Source: an optimization exercise on an open RTL-to-GDS flow (aim: small area). Production flows keep margins and buffers that such runs may drop.
RTL that was checked went through simulation tests only; none was proved equivalent to the original.
Only the layout flow was run in runs 2 and 3; the RTL was not checked for function there.
Power and IR drop assume default switching activity.

$ cat flow/run.sh
#!/bin/bash
# synth_recipe.tcl (not shown) runs the flow's synth.tcl, then flattens the netlist and writes it again
# the make line also repeats each setting of config.mk as NAME=value (left out here)
make -C /OpenROAD-flow-scripts/flow DESIGN_CONFIG=/design/flow/config.mk WORK_HOME=/design/flow/orfs CLKGATE_MAP_FILE= SYNTH_SCRIPT=/design/flow/synth_recipe.tcl finish
$ cat flow/design.v
module stopwatch(clk, rst, key_reset, key_start_pause, key_display_stop,
 hex0, hex1, hex2, hex3, hex4, hex5, hex6, hex7,
 led0, led1, led2);
	input clk, rst, key_reset, key_start_pause, key_display_stop;
	output [6:0] hex0, hex1, hex2, hex3, hex4, hex5, hex6, hex7;
	output led0, led1, led2;
	reg counter_work;  
	reg display_work;  
	parameter TENMSECOND_TIME = 3;  
	parameter DELAY_TIME = 10;  
	reg [3:0] hour_display_high;
	reg [3:0] hour_display_low;
	reg [3:0] minute_display_high;
	reg [3:0] minute_display_low;
	reg [3:0] second_display_high;
	reg [3:0] second_display_low;
	reg [3:0] msecond_display_high;
	reg [3:0] msecond_display_low;
	reg [3:0] hour_counter_high;
	reg [3:0] hour_counter_low;
	reg [3:0] minute_counter_high;
	reg [3:0] minute_counter_low;
	reg [3:0] second_counter_high;
	reg [3:0] second_counter_low;
	reg [3:0] msecond_counter_high;
	reg [3:0] msecond_counter_low;
	reg [31:0] counter_50M;
	reg start;
	reg start_1_time;
	reg start_2_time;
	reg [31:0] counter_start;
	reg display;
	reg display_1_time;
	reg display_2_time;
	reg [31:0] counter_display;
	reg reset_time_1;
	reg reset_time_2;
	reg reset_1_time;
	reg reset_2_time;
	reg [31:0] counter_reset;
	sevenseg LED8_hour_display_high(hour_display_high, hex7);
	sevenseg LED8_hour_display_low(hour_display_low, hex6);
	sevenseg LED8_minute_display_high(minute_display_high, hex5);
	sevenseg LED8_minute_display_low(minute_display_low, hex4);
	sevenseg LED8_second_display_high(second_display_high, hex3);
	sevenseg LED8_second_display_low(second_display_low, hex2);
	sevenseg LED8_msecond_display_high(msecond_display_high, hex1);
	sevenseg LED8_msecond_display_low(msecond_display_low, hex0);
	always @ (posedge clk)
		begin
			if (rst) begin
				counter_start <= 0;
			end
			else begin
				if (counter_start == DELAY_TIME) counter_start <= 1;
				else counter_start <= counter_start + 1;
			end
		end
	always @ (posedge clk)
		begin
			if (rst) begin
				start_2_time <= 0;
				start <= 0;
			end
			else begin
				start_2_time <= start_1_time;
				if (!start_1_time && start_2_time) start <= ~start;
			end
		end
	always @ (posedge clk)
		begin
			if (rst) begin
				start_1_time <= 0;
			end
			else begin
				if (counter_start == DELAY_TIME) start_1_time <= key_start_pause;
			end
		end
	always @ (posedge clk)
		begin
			if (rst) begin
				counter_display <= 0;
			end
			else begin
				if (counter_display == DELAY_TIME) counter_display <= 1;
				else counter_display <= counter_display + 1;
			end
		end
	always @ (posedge clk)
		begin
			if (rst) begin
				display_2_time <= 0;
				display <= 0;
			end
			else begin
				display_2_time <= display_1_time;
				if (!display_1_time && display_2_time) begin
					display <= ~display;
				end
			end
		end
	always @ (posedge clk)
		begin
			if (rst) begin
				display_1_time <= 0;
			end
			else begin
				if (counter_display == DELAY_TIME) display_1_time <= key_display_stop;
			end
		end
	always @ (posedge clk)
		begin
			if (rst) begin
				counter_reset <= 0;
			end
			else begin
				if (counter_reset == DELAY_TIME) counter_reset <= 1;
				else counter_reset <= counter_reset + 1;
			end
		end
	always @ (posedge clk)
		begin
			if (rst) begin
				reset_2_time <= 0;
				reset_time_1 <= 0;
			end
			else begin
				reset_2_time <= reset_1_time;
				if (!reset_1_time && reset_2_time) begin
					if (!counter_work) reset_time_1 <= ~reset_time_1;
				end
			end
		end
	always @ (posedge clk)
		begin
			if (rst) begin
				reset_1_time <= 0;
			end
			else begin
				if (counter_reset == DELAY_TIME) reset_1_time <= key_reset;
			end
		end
	always @ (posedge clk)
		begin
			if (rst) begin
				counter_work <= 0;
				display_work <= 0;
				counter_50M <= 0;
				reset_time_2 <= 0;
				msecond_counter_low <= 0;
				msecond_counter_high <= 0;
				msecond_display_low <= 0;
				msecond_display_high <= 0;
				second_counter_low <= 0;
				second_counter_high <= 0;
				second_display_low <= 0;
				second_display_high <= 0;
				minute_counter_low <= 0;
				minute_counter_high <= 0;
				minute_display_low <= 0;
				minute_display_high <= 0;
				hour_counter_low <= 0;
				hour_counter_high <= 0;
				hour_display_low <= 0;
				hour_display_high <= 0;
			end
			else begin
				counter_work <= start;
				display_work <= display;
				if (reset_time_1 != reset_time_2) begin
					msecond_counter_low <= 0;
					msecond_counter_high <= 0;
					second_counter_low <= 0;
					second_counter_high <= 0;
					minute_counter_low <= 0;
					minute_counter_high <= 0;
					hour_counter_low <= 0;
					hour_counter_high <= 0;
					reset_time_2 <= reset_time_1;
				end
				if (counter_work) begin
					if (counter_50M == TENMSECOND_TIME - 1) begin
						counter_50M <= 0;
						if (msecond_counter_low == 9) begin
							msecond_counter_low <= 0;
							if (msecond_counter_high == 9) begin
								msecond_counter_high <= 0;
								if (second_counter_low == 9) begin
									second_counter_low <= 0;
									if (second_counter_high == 5) begin
										second_counter_high <= 0;
										if (minute_counter_low == 9) begin
											minute_counter_low <= 0;
											if (minute_counter_high == 5) begin
												minute_counter_high <= 0;
												if (hour_counter_low == 9) begin
													hour_counter_low <= 0;
													if (hour_counter_high == 5) begin
														hour_counter_high <= 0;
													end
													else
														hour_counter_high <= hour_counter_high + 1;
												end
												else
													hour_counter_low <= hour_counter_low + 1;
											end
											else
												minute_counter_high <= minute_counter_high + 1;
										end
										else
											minute_counter_low <= minute_counter_low + 1;
									end
									else
										second_counter_high <= second_counter_high + 1;
								end
								else
									second_counter_low <= second_counter_low + 1;
							end
							else
								msecond_counter_high <= msecond_counter_high + 1;
						end
						else
							msecond_counter_low <= msecond_counter_low + 1;
					end
					else
						counter_50M <= counter_50M + 1;
				end
				if (!display_work) begin
					msecond_display_low <= msecond_counter_low;
					msecond_display_high <= msecond_counter_high;
					second_display_low <= second_counter_low;
					second_display_high <= second_counter_high;
					minute_display_low <= minute_counter_low;
					minute_display_high <= minute_counter_high;
					hour_display_low <= hour_counter_low;
					hour_display_high <= hour_counter_high;
				end
			end
		end
	assign led0 = ~key_display_stop;  
	assign led1 = ~key_start_pause;
	assign led2 = ~key_reset;
endmodule
module sevenseg(data, ledsegments);
	input [3:0] data;
	output [6:0] ledsegments;
	reg [6:0] ledsegments;
	always @ (*)
		case(data)
			0:ledsegments = 7'b100_0000;
			1:ledsegments = 7'b111_1001;
			2:ledsegments = 7'b010_0100;
			3:ledsegments = 7'b011_0000;
			4:ledsegments = 7'b001_1001;
			5:ledsegments = 7'b001_0010;
			6:ledsegments = 7'b000_0010;
			7:ledsegments = 7'b111_1000;
			8:ledsegments = 7'b000_0000;
			9:ledsegments = 7'b001_0000;
			default:ledsegments = 7'b111_1111;
		endcase
endmodule
$ cat flow/constraint.sdc
create_clock -name core_clock -period 10.0 [get_ports {clk}]
set_input_delay 2.0000 -clock core_clock [delete_from_list [all_inputs] [get_ports {clk}]]
set_output_delay 2.0000 -clock core_clock [all_outputs]
set_load 0.01 [all_outputs]
$ cat flow/config.mk
export PLATFORM = sky130hd
export DESIGN_NAME = stopwatch
export DESIGN_NICKNAME = stopwatch
export VERILOG_FILES = /design/flow/design.v
export SDC_FILE = /design/flow/constraint.sdc
export NUM_CORES = 8
export LEC_CHECK = 0
export CAP_MARGIN = 20
export CORE_MARGIN = 2
export CORE_UTILIZATION = 40
export SLEW_MARGIN = 20
==> flow_summary.json, run 1 <==
{
  "h-tree-depth": 1,
  "finalCritPeriodShare": 0.5013,
  "rsz0062_at_grt": "no",
  "whs_endpoint": "display_work",
  "layout_min_cycle_time_ns": 5.013,
  "synth.area.top_cells": "dfxtp_1, nor2_1, xor2_1, ha_1, xnor2_1",
  "r2r_cells": 5,
  "path_delay_family": "buffers and inverters",
  "clkTransAtPathRegs_ns": 0.06,
  "avgSynthCellArea_sq_um": 8.769,
  "dp_slack_ns": 4.979,
  "cts-resized-gates": 0,
  "ir_drop_mv": 0.1212,
  "outcome": "finished clean",
  "core_area_sq_mm": 0.02964,
  "netlist_top_cells_count": "dfxtp_1, nor2_1, nand2_1",
  "p_comb_frac": 0.014,
  "gp_congestion": 0.7615,
  "swShare": 0.1999,
  "power_frac_seq": 0.487,
  "synth-edff-count": 0,
  "cpMostUsedCell": "clkdlybuf4s50_1",
  "yosys.area_share.xor_xnor": 0.09113,
  "worst_slack_ns": 4.987,
  "post-cts-setup-buffer-count": 0,
  "grt_pass1_wl_mm": 40.70,
  "placed_area_sq_mm": 0.01296,
  "dpl.hpwl_mm": 15.66,
  "synth_top_area_share": 0.4332,
  "start_util": 0.4054,
  "grt_use_total": 0.1506,
  "yosysWarnings": 2,
  "die_x_um": 177.3,
  "io_buffer_count": 63,
  "cpMaxStageDelayCell": "clkdlybuf4s50_1",
  "slowest_delay_ns": 0.53,
  "ys_ff_latch": 260,
  "arrival_ns": 3.01,
  "cts_hold_buf": 0,
  "worstHoldPathCells": 1,
  "antennaDiodeCount": 0,
  "critPathMaxFanout": 2,
  "timing.fmax_mhz": 199.5,
  "tns_ns": 0,
  "synth_largest_area_cell": "dfxtp_1",
  "seq_area_frac_synth": 0.4332,
  "nFillCells": 2892,
  "max_slew_margin": 0.3498,
  "hold_path_class": "flop to flop",
  "cts_tree": "done",
  "reg2reg_slack_ns": 7.52,
  "internal_power_mw": 1.715,
  "grt_pass1_vias": 8625,
  "yosys.area_share.simple": 0.2581,
  "leakage_nw": 4.963,
  "die_area_sq_mm": 0.03144,
  "fin_skew_ns": 0.01018,
  "antenna_found_initial": 0,
  "r2r-start": "counter_work",
  "synth_compound_area_frac": 0.07988,
  "clockBufferDepth": 3,
  "p_clk_frac": 0.500,
  "initialDrtViolationCount": 487,
  "area_delta_synth_final_pct": 16.01,
  "muxShareOfSynthArea": 0.05061,
  "ys.flop_type": "dfxtp_1",
  "worst_pin_slew_ns": 0.9672,
  "numCtsBuffers": 29,
  "std_cell_rows": 63,
  "drt-pass1-iter-count": 5,
  "setup_viol": 0,
  "synth_cells": 1370,
  "synth_fa_ha_area_frac": 0.04999,
  "nets": 1468,
  "finalHoldViolCount": 0,
  "fin_area_sq_mm": 0.01394,
  "via_per_inst": 5.124,
  "power_switching_mw": 0.4284,
  "grt_overflow": 0,
  "cp.buffers_inverters": 3,
  "final_max_slew_viol_count": 0,
  "path_class": "input pin to primary output",
  "powerDensity_mw_per_mm2": 153.8,
  "crit_path_cell_trace": "clkdlybuf4s50_1, inv_1, clkdlybuf4s50_1",
  "antenna_left": 0,
  "hp-start": "display",
  "avgRoutedWirePerCell_um": 12.70,
  "critPathCaptureType": "primary output",
  "synth_most_common_cell": "dfxtp_1",
  "synth_async_sr_flop_share": 0,
  "cts-root-buf": "clkbuf_16",
  "drc": 0,
  "synth_nets": 1423,
  "drive_gt1_frac": 0.07252,
  "clock_sinks": 260,
  "cp-start-kind": "input pin",
  "synth_top_family_by_area": "simple AND/OR/NAND/NOR gates",
  "die_h_um": 177.3,
  "max_cap_viol_count": 0,
  "netlist_area_sq_mm": 0.01201,
  "ios": 64,
  "num_vias": 9346,
  "clk_latency_ns": 0.54,
  "critPathRequiredTime_ns": 8.00,
  "grt_max_degree": 49,
  "yosysUniqueCellTypes": 64,
  "drt_wl_total_mm": 23.16,
  "reg2reg_to": "hour_counter_low[3]"
}
## cell usage in the layout (no fill, tap or decap), types with 4 or more instances in the layout
master / n
dfxtp_1: 259
nor2_1: 193
nand2_1: 115
xor2_1: 69
a21oi_1: 68
clkdlybuf4s50_1: 62
inv_1: 58
xnor2_1: 56
nand3_1: 54
nand4_1: 52
ha_1: 48
mux2i_1: 45
o21ai_0: 37
nor3_1: 32
nor4_1: 32
clkbuf_16: 29
and3_1: 20
and4_1: 18
mux2_2: 14
or2_2: 12
o21a_1: 11
o211ai_1: 10
nor4_2: 10
or3_1: 10
nor4b_1: 9
nor2b_1: 9
o22ai_1: 8
clkbuf_1: 6
buf_4: 6
and2_1: 5
clkbuf_8: 5
clkinv_2: 5
nand2b_1: 4
or4_1: 4
bufinv_16: 4
## layer usage
metal | track usage | vias up | part of all wire
li1 | - | 4852 | -
met1 | 0.2024 | 4328 | 0.49
met2 | 0.2526 | 132 | 0.46
met3 | 0.02228 | 34 | 0.030
met4 | 0.03962 | 0 | 0.022
met5 | 0 | - | 0
## flip-flops by register name, summed over array words and instances (netlist names), 7 cells and up
| name | cells |
|---|---|
| hex0 | 7 |
| hex2 | 7 |
| counter_50M | 32 |
| counter_reset | 32 |
| hex5 | 7 |
| hex4 | 7 |
| hex1 | 7 |
| hex7 | 7 |
| counter_display | 32 |
| hex3 | 7 |
| hex6 | 7 |
| counter_start | 32 |
## worst max path at each step
stage / start / end / slack (ns) / cells past startpoint
final: key_display_stop / led0 / 4.99 / 3
after global routing: key_start_pause / led1 / 4.91 / 3
after CTS: key_display_stop / led0 / 4.98 / 3
after detailed placement: key_start_pause / led1 / 4.98 / 3
after global placement: key_start_pause / led1 / 5.00 / 3
after floorplan: key_display_stop / led0 / 5.93 / 1
## cell type report
cell class | instances | area (sq um) | area share
timing repair buffer | 69 | 670.6 | 0.04812
inverter | 60 | 225.2 | 0.01616
clock buffer | 40 | 817.0 | 0.05862
clock inverter | 10 | 152.6 | 0.01095
multi-input combinational | 995 | 6377 | 0.4576
sequential | 260 | 5206 | 0.3736
tap | 390 | 488.0 | 0.03501
## power groups by stage
stage	sequential (mW)	combinational (mW)	clock, mW
finish	1.04	0.0290	1.07
global route	1.04	0.0332	1.15
CTS	1.04	0.0299	1.11
detailed placement	1.07	0.0297	0
global placement	1.07	0.0296	0
floorplan	1.06	0.0200	0
## logic make-up (layout without fill, tap and decap cells)
| group | count (synthesis) | after routing |
|---|---|---|
| buffers and inverters | 115 | 179 |
| DFF | 260 | 260 |
| muxes | 59 | 59 |
| adders and majority gates | 48 | 48 |
| and+or+nand+nor | 601 | 601 |
| AOI/OAI and AO/OA | 162 | 162 |
| xor gates and xnor gates | 125 | 125 |
## stage by stage
| step | hold WS, ns | total power [mW] | std cells | utilization |
|---|---|---|---|---|
| 6_report | 0.4735 | 2.143 | 1824 | 0.4702 |
| 5_1_grt | 0.4969 | 2.225 | 1824 | 0.4702 |
| 4_1_cts | 0.4797 | 2.178 | 1824 | 0.4702 |
| 3_5_place_dp | 0.4701 | 1.095 | 1774 | 0.4374 |
| 3_3_place_gp | 0.4580 | 1.095 | 1774 | 0.4374 |
| 2_1_floorplan | 0.4544 | 1.085 | 1370 | - |
## worst register-to-register path: stages, from the launching register on
cell and delay (ns):
dfxtp_1 0.50, nor4b_2 0.28, nand4_1 0.38, or4_1 0.78
a31o_1 0.26, a211oi_2 0.20
==> run 2: changes to the inputs <==
==> flow/design.v (replaced) <==
module stopwatch(clk, rst, key_reset, key_start_pause, key_display_stop,
 hex0, hex1, hex2, hex3, hex4, hex5, hex6, hex7,
 led0, led1, led2);
	input clk, rst, key_reset, key_start_pause, key_display_stop;
	output [6:0] hex0, hex1, hex2, hex3, hex4, hex5, hex6, hex7;
	output led0, led1, led2;
	reg [3:0] ph;
	wire smp = (ph == 4'd10);
	wire apl = (ph == 4'd2);
	always @(posedge clk)
		if (rst) ph <= 0;
		else ph <= smp ? 4'd1 : ph + 4'd1;
	reg s_s, s_d, s_r;
	reg p_s, p_d, p_r;
	always @(posedge clk)
		if (rst) begin
			s_s <= 0; s_d <= 0; s_r <= 0;
			p_s <= 0; p_d <= 0; p_r <= 0;
		end else if (smp) begin
			s_s <= key_start_pause; s_d <= key_display_stop; s_r <= key_reset;
			p_s <= s_s & ~key_start_pause;
			p_d <= s_d & ~key_display_stop;
			p_r <= s_r & ~key_reset;
		end
	reg run, frz;
	always @(posedge clk)
		if (rst) begin
			run <= 0; frz <= 0;
		end else if (apl) begin
			run <= run ^ p_s;
			frz <= frz ^ p_d;
		end
	wire clr = apl & p_r & ~run;
	reg [1:0] pre;
	always @(posedge clk)
		if (rst) pre <= 0;
		else if (run) pre <= (pre == 2'd2) ? 2'd0 : pre + 2'd1;
	reg [3:0] c0, c1, c2, c4, c6;
	reg [2:0] c3, c5, c7;
	wire e0 = run & (pre == 2'd2);
	wire e1 = e0 & (c0 == 4'd9);
	wire e2 = e1 & (c1 == 4'd9);
	wire e3 = e2 & (c2 == 4'd9);
	wire e4 = e3 & (c3 == 3'd5);
	wire e5 = e4 & (c4 == 4'd9);
	wire e6 = e5 & (c5 == 3'd5);
	wire e7 = e6 & (c6 == 4'd9);
	always @(posedge clk)
		if (rst | clr) begin
			c0 <= 0; c1 <= 0; c2 <= 0; c3 <= 0; c4 <= 0; c5 <= 0; c6 <= 0; c7 <= 0;
		end else begin
			if (e0) c0 <= (c0 == 4'd9) ? 4'd0 : c0 + 4'd1;
			if (e1) c1 <= (c1 == 4'd9) ? 4'd0 : c1 + 4'd1;
			if (e2) c2 <= (c2 == 4'd9) ? 4'd0 : c2 + 4'd1;
			if (e3) c3 <= (c3 == 3'd5) ? 3'd0 : c3 + 3'd1;
			if (e4) c4 <= (c4 == 4'd9) ? 4'd0 : c4 + 4'd1;
			if (e5) c5 <= (c5 == 3'd5) ? 3'd0 : c5 + 3'd1;
			if (e6) c6 <= (c6 == 4'd9) ? 4'd0 : c6 + 4'd1;
			if (e7) c7 <= (c7 == 3'd5) ? 3'd0 : c7 + 3'd1;
		end
	reg [3:0] d0, d1, d2, d4, d6;
	reg [2:0] d3, d5, d7;
	always @(posedge clk)
		if (rst) begin
			d0 <= 0; d1 <= 0; d2 <= 0; d3 <= 0; d4 <= 0; d5 <= 0; d6 <= 0; d7 <= 0;
		end else if (!frz) begin
			d0 <= c0; d1 <= c1; d2 <= c2; d3 <= c3; d4 <= c4; d5 <= c5; d6 <= c6; d7 <= c7;
		end
	sevenseg u0(d0, hex0);
	sevenseg u1(d1, hex1);
	sevenseg u2(d2, hex2);
	sevenseg u3({1'b0, d3}, hex3);
	sevenseg u4(d4, hex4);
	sevenseg u5({1'b0, d5}, hex5);
	sevenseg u6(d6, hex6);
	sevenseg u7({1'b0, d7}, hex7);
	assign led0 = ~key_display_stop;
	assign led1 = ~key_start_pause;
	assign led2 = ~key_reset;
endmodule
module sevenseg(data, ledsegments);
	input [3:0] data;
	output [6:0] ledsegments;
	wire A = data[3], B = data[2], C = data[1], D = data[0];
	assign ledsegments[0] = ~(A | C | (B & D) | (~B & ~D));
	assign ledsegments[1] = ~(~B | (~C & ~D) | (C & D));
	assign ledsegments[2] = ~(B | ~C | D);
	assign ledsegments[3] = ~(A | (~B & ~D) | (~B & C) | (C & ~D) | (B & ~C & D));
	assign ledsegments[4] = ~((~B & ~D) | (C & ~D));
	assign ledsegments[5] = ~(A | (~C & ~D) | (B & ~C) | (B & ~D));
	assign ledsegments[6] = ~(A | (~B & C) | (B & ~C) | (C & ~D));
endmodule
--- a/flow/config.mk
+++ b/flow/config.mk
@@ -5,6 +5,7 @@
 export SDC_FILE = /design/flow/constraint.sdc
 export NUM_CORES = 8
 export LEC_CHECK = 0
+export ABC_AREA = 1
 export CAP_MARGIN = 20
 export CORE_MARGIN = 2
 export CORE_UTILIZATION = 40
==> flow_summary.json, run 2 <==
{
  "via_per_inst": 4.861,
  "nets": 586,
  "cts_tree": "done",
  "yosysUniqueCellTypes": 34,
  "dpl.hpwl_mm": 5.349,
  "worst_pin_slew_ns": 0.9476,
  "final_max_slew_viol_count": 0,
  "avgRoutedWirePerCell_um": 10.46,
  "post-cts-setup-buffer-count": 0,
  "io_buffer_count": 63,
  "max_slew_margin": 0.3683,
  "critPathCaptureType": "primary output",
  "arrival_ns": 3.02,
  "ir_drop_mv": 0.08890,
  "synth_nets": 527,
  "antennaDiodeCount": 0,
  "nFillCells": 879,
  "grt_overflow": 0,
  "fin_cells": 685,
  "initialDrtViolationCount": 133,
  "clkTransAtPathRegs_ns": 0.07,
  "die_x_um": 98.82,
  "grt_pass1_vias": 3066,
  "rsz0062_at_grt": "no",
  "fin_skew_ns": 0.01247,
  "grt_use_total": 0.1542,
  "yosysWarnings": 1,
  "path_class": "input pin to primary output",
  "area_delta_synth_final_pct": 24.70,
  "dpl.cell_count": 670,
  "avgSynthCellArea_sq_um": 6.996,
  "synth_top_area_share": 0.4008,
  "synth_cells": 514,
  "drt_wl_total_mm": 7.168,
  "leakage_nw": 1.719,
  "synth_most_common_cell": "inv_1",
  "core_area_sq_mm": 0.008721,
  "powerDensity_mw_per_mm2": 116.3,
  "grt_pass1_wl_mm": 12.92,
  "die_area_sq_mm": 0.009764,
  "antenna_left": 0,
  "clk_latency_ns": 0.33,
  "h-tree-depth": 3,
  "ys.flop_type": "dfxtp_1",
  "std_cell_rows": 34,
  "hold_path_class": "flop to flop",
  "drive_gt1_frac": 0.04853,
  "cts-resized-gates": 0,
  "ios": 64,
  "final_cell_mix": "inv_1, dfxtp_1, a21oi_1, nand2_1, clkdlybuf4s50_1",
  "timing.fmax_mhz": 199.2,
  "seq_area_frac_synth": 0.4008,
  "setup_viol": 0,
  "synth.area.top_cells": "dfxtp_1, a21oi_1, inv_1, o21ai_0, nand2_1",
  "outcome": "finished clean",
  "start_util": 0.4123,
  "tns_ns": 0,
  "die_h_um": 98.82,
  "layout_min_cycle_time_ns": 5.021,
  "drc": 0,
  "numCtsBuffers": 9,
  "cts_hold_buf": 0,
  "finalCritPeriodShare": 0.5021,
  "clockBufferDepth": 2,
  "cp-start-kind": "input pin",
  "synth_largest_area_cell": "dfxtp_1",
  "gp_congestion": 0.8240,
  "num_vias": 3330,
  "max_cap_viol_count": 0,
  "netlist_area_sq_mm": 0.003596,
  "grt_max_degree": 61,
  "cts-root-buf": "clkbuf_8",
  "final_common_cell": "inv_1",
  "synth-edff-count": 0,
  "netlist_top_cells_count": "inv_1, dfxtp_1, a21oi_1",
  "finalHoldViolCount": 0,
  "ys_ff_latch": 72,
  "drt-pass1-iter-count": 5,
  "clock_sinks": 72,
  "critPathMaxFanout": 2,
  "synth_async_sr_flop_share": 0,
  "antenna_found_initial": 0,
  "critPathRequiredTime_ns": 8.00
}
==> run 2: cell types whose count changed after synthesis, moves of 18 or more <==
cell,previous run,this run
xnor2_1,56,1
nand2_1,116,64
inv_1,58,87
nand3_1,54,16
and3_1,20,0
nand4_1,52,7
dfxtp_1,260,72
clkbuf_1,40,12
and4_1,18,0
mux2i_1,45,0
nor2_1,193,54
nor4_1,32,0
xor2_1,69,3
ha_1,48,8
==> run 2: layout make-up <==
type	count	area, sq um	area share
multi-input cells	338	1754	0.3912
flip-flops and latches	72	1443	0.3217
repair buffers	63	630.6	0.1406
inverters	89	334.1	0.07450
clock buffers	12	145.1	0.03237
well taps	108	135.1	0.03013
clock inverters	3	42.54	0.009487
==> run 2: worst max-delay path, cell delays in order <==
cell,delay [ns]
clkdlybuf4s50_1,0.41
inv_1,0.07
clkdlybuf4s50_1,0.53
==> run 2: cells by family after synthesis <==
logic type | synth area share
AND/OR/NAND/NOR | 0.2255
adder cells (fa/ha/maj) | 0.02784
XOR/XNOR | 0.009744
AO/OA/AOI/OAI | 0.2248
buffers and inverters | 0.1113
flip-flops | 0.4008
==> run 2: per-stage QoR <==
stage	setup WS [ns]	hold slack (ns)	instance area [sq um]	utilization	total power, mW
final	4.979	0.4651	4484	0.5142	0.5216
after global routing	4.907	0.4837	4484	0.5142	0.5437
after CTS	4.969	0.4667	4484	0.5142	0.5303
after detailed placement	4.977	0.4553	4297	0.4927	0.3077
after global placement	4.982	0.4524	4297	0.4927	0.3074
after floorplan	5.915	0.4415	3596	-	0.3032
==> run 2: final timing paths <==
path         endpoint  slack [ns]  depth (start not counted)             from
min               s_r        0.47                          2              s_r
min reg2reg       s_r        0.47                          2              s_r
max reg2reg     c4[1]        7.67                          9            ph[0]
max              led1        4.98                          3  key_start_pause
==> run 2: report_power, final <==
part | leakage, nW | internal [mW] | switching, mW
clock network | 0.0925 | 0.121 | 0.100
registers | 0.581 | 0.288 | 0.000968
logic | 1.05 | 0.00475 | 0.00751
==> run 2: layer usage <==
| metal | up-vias | global-route usage | wire length [um] |
|---|---|---|---|
| li1 | 1806 | - | - |
| met1 | 1458 | 0.2013 | 3585 |
| met2 | 62 | 0.2552 | 3229 |
| met3 | 4 | 0.02482 | 296 |
| met4 | 0 | 0.06112 | 57 |
| met5 | - | 0 | 0 |
==> run 3: changes to the inputs <==
==> flow/flow/run.sh (new file) <==
#!/bin/bash
# Standard ORFS layout with smaller port buffers and a small-buffer clock tree.
set -euo pipefail
export BUFFER_PORTS_ARGS="-buffer_cell sky130_fd_sc_hd__buf_1"
export CTS_ARGS="-sink_clustering_enable -repair_clock_nets -buf_list sky130_fd_sc_hd__clkbuf_4 -dont_use_dummy_load"
bash standard.sh > make_flow.log 2>&1
==> flow/standard.sh (new file) <==
#!/bin/bash
# synth_recipe.tcl (not shown) runs the flow's synth.tcl, then flattens the netlist and writes it again
# the make line also repeats each setting of config.mk as NAME=value (left out here)
make -C /OpenROAD-flow-scripts/flow DESIGN_CONFIG=/design/flow/config.mk WORK_HOME=/design/flow/orfs CLKGATE_MAP_FILE= SYNTH_SCRIPT=/design/flow/synth_recipe.tcl "${@:-finish}"
removed: flow/run.sh
==> flow_summary.json, run 3 <==
{
  "ios": 64,
  "multi_input_area_sq_mm": 0.001754,
  "regArea_sq_mm": 0.001443,
  "power_mw": 0.4271,
  "area_delta_synth_final_pct": 10.40,
  "synth_largest_area_cell": "dfxtp_1",
  "synth_most_common_cell": "inv_1",
  "synth_async_sr_flop_share": 0,
  "grt_pass1_wl_mm": 12.35,
  "synth-edff-count": 0,
  "powerDensity_mw_per_mm2": 107.6,
  "fin_skew_ns": 0.03486,
  "timing.fmax_mhz": 232.4,
  "post-cts-setup-buffer-count": 0,
  "cp-start-kind": "input pin",
  "ys.flop_type": "dfxtp_1",
  "final_cell_mix": "inv_1, dfxtp_1, a21oi_1, nand2_1, buf_1",
  "max_slew_margin": 0.3734,
  "via_per_inst": 4.943,
  "worst_pin_slew_ns": 0.9398,
  "netlist_area_sq_mm": 0.003596,
  "grt_max_degree": 61,
  "max_cap_viol_count": 0,
  "path_class": "input pin to primary output",
  "grt_pass1_vias": 2985,
  "finalCritPeriodShare": 0.4304,
  "outcome": "finished clean",
  "numCtsBuffers": 9,
  "final_common_cell": "inv_1",
  "finalHoldViolCount": 0,
  "critPathRequiredTime_ns": 8.00,
  "netlist_top_cells_count": "inv_1, dfxtp_1, a21oi_1",
  "gp_congestion": 0.7866,
  "yosysUniqueCellTypes": 34,
  "drt_wl_total_mm": 7.116,
  "setup_viol": 0,
  "post-route-util": 0.4552,
  "antenna_left": 0,
  "seq_area_frac_synth": 0.4008,
  "reg2reg_slack_ns": 7.67,
  "die_h_um": 98.82,
  "hold_slack_ns": 0.4664,
  "drive_gt1_frac": 0.04203,
  "avgRoutedWirePerCell_um": 10.48,
  "cts_hold_buf": 0,
  "die_area_sq_mm": 0.009764,
  "arrival_ns": 2.30,
  "synth.area.top_cells": "dfxtp_1, a21oi_1, inv_1, o21ai_0, nand2_1",
  "leakage_nw": 1.517,
  "clock_sinks": 72,
  "dpl.hpwl_mm": 5.260,
  "layout_min_cycle_time_ns": 4.304,
  "synth_top_area_share": 0.4008,
  "std_cell_rows": 34,
  "clkTransAtPathRegs_ns": 0.08,
  "cts_tree": "done",
  "antenna_found_initial": 0,
  "io_buffer_count": 63,
  "ir_drop_mv": 0.04580,
  "critPathMaxFanout": 2,
  "nets": 586,
  "cts-root-buf": "clkbuf_4",
  "synth_nets": 527,
  "critPathCaptureType": "primary output",
  "cts-resized-gates": 0,
  "nFillCells": 907,
  "hold_path_class": "flop to flop",
  "drc": 0,
  "yosysWarnings": 1,
  "ys_ff_latch": 72,
  "final_max_slew_viol_count": 0,
  "clk_latency_ns": 0.41,
  "rsz0062_at_grt": "no",
  "core_area_sq_mm": 0.008721,
  "die_x_um": 98.82,
  "clockBufferDepth": 2,
  "num_vias": 3356,
  "antennaDiodeCount": 0,
  "synth_cells": 514,
  "avgSynthCellArea_sq_um": 6.996,
  "initialDrtViolationCount": 107,
  "grt_overflow": 0,
  "h-tree-depth": 3,
  "start_util": 0.4123,
  "tns_ns": 0,
  "grt_use_total": 0.1493,
  "drt-pass1-iter-count": 4
}
run 3: changes by cell type in the layout (fill, tap and decap cells not counted), sizes merged:
cell,previous run,this run
buf,0,63
bufinv,1,0
clkbuf,12,9
clkdlybuf4s50,63,0
clkinv,1,0
clkinvlp,1,0
run 3: layer usage:
| metal | global-route usage | vias to the layer above | share of wire |
|---|---|---|---|
| met4 | 0.06322 | 0 | 0.017 |
| met5 | 0 | - | 0 |
| li1 | - | 1804 | - |
| met2 | 0.2568 | 59 | 0.45 |
| met1 | 0.1839 | 1482 | 0.49 |
| met3 | 0.02553 | 11 | 0.037 |
run 3: path summary, 6_finish.rpt:
path / end / cells after the start / from
setup / recovery: led0 / 3 / key_display_stop
hold reg to reg: s_d / 2 / s_d
setup reg to reg: c4[1] / 9 / ph[0]
hold / removal: s_d / 2 / s_d
run 3: report_power, final:
| part | switching, mW | leakage (nW) | internal (mW) |
|---|---|---|---|
| sequential | 0.00100 | 0.581 | 0.288 |
| combinational | 0.00758 | 0.895 | 0.00295 |
| clock | 0.0860 | 0.0414 | 0.0419 |
| total | 0.0946 | 1.52 | 0.332 |
run 3: final cells by class:
| cell class | count | area share |
|---|---|---|
| Multi-Input combinational cell | 338 | 0.4419 |
| Sequential cell | 72 | 0.3634 |
| Inverter | 89 | 0.08415 |
| Timing Repair Buffer | 63 | 0.05957 |
| Tap cell | 108 | 0.03404 |
| Clock buffer | 9 | 0.01702 |
run 3: kinds of logic (layout without fill, tap and decap cells):
group | after synthesis | in the layout | synth area share
DFF | 72 | 72 | 0.4008
and+or+nand+nor | 176 | 176 | 0.2255
AOI/OAI and AO/OA | 150 | 150 | 0.2248
buffers and inverters | 104 | 161 | 0.1113
xor gates and xnor gates | 4 | 4 | 0.009744
adders and majority gates | 8 | 8 | 0.02784
run 3: critical path, cell delays in order:
cell and delay (ns):
buf_1 0.09, inv_1 0.07, buf_1 0.15
run 3: stage by stage:
step / instance area, sq um / std cells / setup WS (ns)
3_3_place_gp: 3902 / 670 / 5.691
4_1_cts: 3970 / 679 / 5.693
5_1_grt: 3970 / 679 / 5.674
3_5_place_dp: 3902 / 670 / 5.563
6_report: 3970 / 679 / 5.696
2_1_floorplan: 3596 / 514 / 5.915
==> run 4: changes to the inputs <==
--- a/flow/design.v
+++ b/flow/design.v
@@ -80,13 +80,19 @@
 endmodule
 module sevenseg(data, ledsegments);
 	input [3:0] data;
-	output [6:0] ledsegments;
-	wire A = data[3], B = data[2], C = data[1], D = data[0];
-	assign ledsegments[0] = ~(A | C | (B & D) | (~B & ~D));
-	assign ledsegments[1] = ~(~B | (~C & ~D) | (C & D));
-	assign ledsegments[2] = ~(B | ~C | D);
-	assign ledsegments[3] = ~(A | (~B & ~D) | (~B & C) | (C & ~D) | (B & ~C & D));
-	assign ledsegments[4] = ~((~B & ~D) | (C & ~D));
-	assign ledsegments[5] = ~(A | (~C & ~D) | (B & ~C) | (B & ~D));
-	assign ledsegments[6] = ~(A | (~B & C) | (B & ~C) | (C & ~D));
+	output reg [6:0] ledsegments;
+	always @(*)
+		case (data)
+			4'd0: ledsegments = 7'b100_0000;
+			4'd1: ledsegments = 7'b111_1001;
+			4'd2: ledsegments = 7'b010_0100;
+			4'd3: ledsegments = 7'b011_0000;
+			4'd4: ledsegments = 7'b001_1001;
+			4'd5: ledsegments = 7'b001_0010;
+			4'd6: ledsegments = 7'b000_0010;
+			4'd7: ledsegments = 7'b111_1000;
+			4'd8: ledsegments = 7'b000_0000;
+			4'd9: ledsegments = 7'b001_0000;
+			default: ledsegments = 7'bxxx_xxxx;
+		endcase
 endmodule
==> flow/run.sh (new file) <==
#!/bin/bash
# synth_recipe.tcl (not shown) runs the flow's synth.tcl, then flattens the netlist and writes it again
# the make line also repeats each setting of config.mk as NAME=value (left out here)
make -C /OpenROAD-flow-scripts/flow DESIGN_CONFIG=/design/flow/config.mk WORK_HOME=/design/flow/orfs CLKGATE_MAP_FILE= SYNTH_SCRIPT=/design/flow/synth_recipe.tcl finish
--- a/flow/config.mk
+++ b/flow/config.mk
@@ -5,7 +5,6 @@
 export SDC_FILE = /design/flow/constraint.sdc
 export NUM_CORES = 8
 export LEC_CHECK = 0
-export ABC_AREA = 1
 export CAP_MARGIN = 20
 export CORE_MARGIN = 2
 export CORE_UTILIZATION = 40
removed: flow/flow/run.sh
removed: flow/standard.sh
==> flow_summary.json, run 4 <==
{
  "leakage_nw": 2.753,
  "drt_wl_total_mm": 9.805,
  "power_frac_seq": 0.446,
  "synth_most_common_cell": "dfxtp_1",
  "area_delta_synth_final_pct": 24.46,
  "cts_tree": "done",
  "muxShareOfSynthArea": 0.06670,
  "die_area_sq_mm": 0.01450,
  "r2r_cells": 6,
  "reg2reg_slack_ns": 7.51,
  "max_slew_margin": 0.3614,
  "yosys.area_share.simple": 0.2056,
  "num_vias": 3976,
  "r2r-start": "frz",
  "worst_pin_slew_ns": 0.9579,
  "gp_congestion": 0.7833,
  "yosys.area_share.xor_xnor": 0.01616,
  "nets": 675,
  "fin_area_sq_mm": 0.006748,
  "antenna_found_initial": 0,
  "path_class": "input pin to primary output",
  "synth_async_sr_flop_share": 0,
  "drc": 0,
  "critPathMaxFanout": 2,
  "layout_min_cycle_time_ns": 5.035,
  "startpoint": "key_display_stop",
  "rsz0062_at_grt": "no",
  "grt_use_total": 0.1466,
  "p_comb_frac": 0.011,
  "cts_hold_buf": 0,
  "std_cell_rows": 42,
  "synth-edff-count": 0,
  "hold_path_class": "flop to flop",
  "netlist_area_sq_mm": 0.005421,
  "start_util": 0.4094,
  "hold_slack_ns": 0.4533,
  "cts-resized-gates": 0,
  "outcome": "finished clean",
  "synth_cells": 573,
  "swShare": 0.1892,
  "drt-pass1-iter-count": 4,
  "finalCritPeriodShare": 0.5035,
  "clkTransAtPathRegs_ns": 0.05,
  "placed_area_sq_mm": 0.006150,
  "grt_overflow": 0,
  "avgRoutedWirePerCell_um": 12.03,
  "finalHoldViolCount": 0,
  "drive_gt1_frac": 0.08607,
  "arrival_ns": 3.04,
  "powerDensity_mw_per_mm2": 170.1,
  "final_cell_mix": "dfxtp_1, clkdlybuf4s50_1, a21oi_1, inv_1, nand2_1",
  "yosysWarnings": 2,
  "cp-start-kind": "input pin",
  "ios": 64,
  "fin_skew_ns": 0.007438,
  "critPathCaptureType": "primary output",
  "synth_top_area_share": 0.4727,
  "synth_fa_ha_area_frac": 0.09693,
  "final_max_slew_viol_count": 0,
  "synth_compound_area_frac": 0.08955,
  "critPathRequiredTime_ns": 8.00,
  "grt_max_degree": 56,
  "die_x_um": 120.4,
  "io_buffer_count": 63,
  "synth_largest_area_cell": "dfxtp_1",
  "die_h_um": 120.4,
  "yosysUniqueCellTypes": 46,
  "netlist_top_cells_count": "dfxtp_1, a21oi_1, inv_1",
  "worstSetupEndpoint": "led0",
  "reg2reg_to": "hex1[3]",
  "max_cap_viol_count": 0,
  "timing.fmax_mhz": 198.6,
  "antennaDiodeCount": 0,
  "ys_ff_latch": 128,
  "synth.area.top_cells": "dfxtp_1, ha_1, mux2i_1, a21oi_1, inv_1",
  "power_switching_mw": 0.2172,
  "ys.flop_type": "dfxtp_1",
  "h-tree-depth": 4,
  "grt_pass1_vias": 3922,
  "p_clk_frac": 0.543,
  "initialDrtViolationCount": 149,
  "post-cts-setup-buffer-count": 0,
  "clock_sinks": 128,
  "cts-root-buf": "clkbuf_16",
  "final_common_cell": "dfxtp_1",
  "dpl.hpwl_mm": 6.607,
  "worstHoldPathCells": 2,
  "via_per_inst": 4.879,
  "core_area_sq_mm": 0.01324,
  "post-route-util": 0.5095,
  "antenna_left": 0,
  "internal_power_mw": 0.9309,
  "numCtsBuffers": 17,
  "clockBufferDepth": 2,
  "seq_area_frac_synth": 0.4727,
  "nFillCells": 1259,
  "synth_top_family_by_area": "simple AND/OR/NAND/NOR gates",
  "ir_drop_mv": 0.1087,
  "tns_ns": 0,
  "setup_viol": 0,
  "grt_pass1_wl_mm": 17.29,
  "synth_nets": 620,
  "avgSynthCellArea_sq_um": 9.462,
  "clk_latency_ns": 0.41
}
[run 4: per-layer routing]
metal | share of wire | wire [um] | global-route usage
met1 | 0.46 | 4466 | 0.1643
met4 | 0.020 | 193 | 0.06686
met2 | 0.49 | 4828 | 0.2549
met3 | 0.032 | 317 | 0.04434
met5 | 0 | 0 | 0
[run 4: logic make-up (layout without fill, tap and decap cells)]
family / count (synthesis) / in the layout
fa+ha+maj: 42 / 42
flops: 128 / 128
simple gates: 198 / 198
buf+inv: 71 / 137
xor+xnor: 10 / 10
mux: 36 / 36
compound gates: 88 / 88
[run 4: worst min-delay path by stage]
| stage | to | slack (ns) | start |
|---|---|---|---|
| CTS | p_r | 0.45 | p_r |
| finish | p_r | 0.45 | p_r |
| global route | p_d | 0.48 | p_d |
| detailed placement | p_r | 0.45 | p_r |
| floorplan | p_r | 0.43 | p_r |
| global placement | s_s | 0.44 | s_s |
[run 4: worst max-delay path, stage by stage]
cell,delay (ns)
clkdlybuf4s50_1,0.42
inv_1,0.08
clkdlybuf4s50_1,0.53
[run 4: through the flow]
| step | setup slack, ns | std cells | power [mW] |
|---|---|---|---|
| 2_1_floorplan | 5.915 | 573 | 0.5309 |
| 3_3_place_gp | 4.982 | 785 | 0.5352 |
| 3_5_place_dp | 4.966 | 785 | 0.5358 |
| 4_1_cts | 4.964 | 815 | 1.162 |
| 5_1_grt | 4.911 | 815 | 1.186 |
| 6_report | 4.965 | 815 | 1.148 |
[run 4: power by group through the flow]
stage	registers (mW)	logic, mW	clock network (mW)
6_report	0.512	0.0123	0.623
5_1_grt	0.512	0.0138	0.660
4_1_cts	0.512	0.0127	0.637
3_5_place_dp	0.523	0.0127	0
3_3_place_gp	0.523	0.0121	0
2_1_floorplan	0.523	0.00789	0
[run 4: final cells by class]
type	instances	area (sq um)	share of cell area
clock buffers	25	495.5	0.07343
clock inverters	5	102.6	0.01520
inverters	44	165.2	0.02448
multi-input cells	374	2575	0.3816
flip-flops and latches	128	2564	0.3799
well taps	176	220.2	0.03263
repair buffers	63	625.6	0.09271

==> port drivers added, routing unchanged <==
The flow's constraints put no driver on any port. The routed layouts listed below were extracted and timed again, unchanged, in two steps.
Step 1, drivers: a clkbuf_16 drives clk and a buf_2 each remaining input, both assumed.
Step 2 times the ports against the registers' clock, not the clock port: input delays grow and output delays shrink by t, the midpoint of the rising clock arrivals with the driver on.
Slacks: no drivers / after step 1 / after step 2; pairs: no drivers / after step 1.
| run | shift t [ns] | setup slack, ns | worst register clock-pin slew, ns |
|---|---|---|---|
| run 1 | 0.582 | 4.987 / 4.965 / 4.965 | 0.06 / 0.06 |
| run 2 | 0.351 | 4.979 / 4.955 / 4.955 | 0.08 / 0.08 |
| run 3 | 0.417 | 5.696 / 5.677 / 5.621 | 0.12 / 0.12 |
| run 4 | 0.449 | 4.965 / 4.944 / 4.944 | 0.05 / 0.05 |
After both steps setup and hold are still met in every run listed. The setup slack of run 3, which loses most, moves by -0.019 ns with the drivers and by -0.075 ns with both steps.
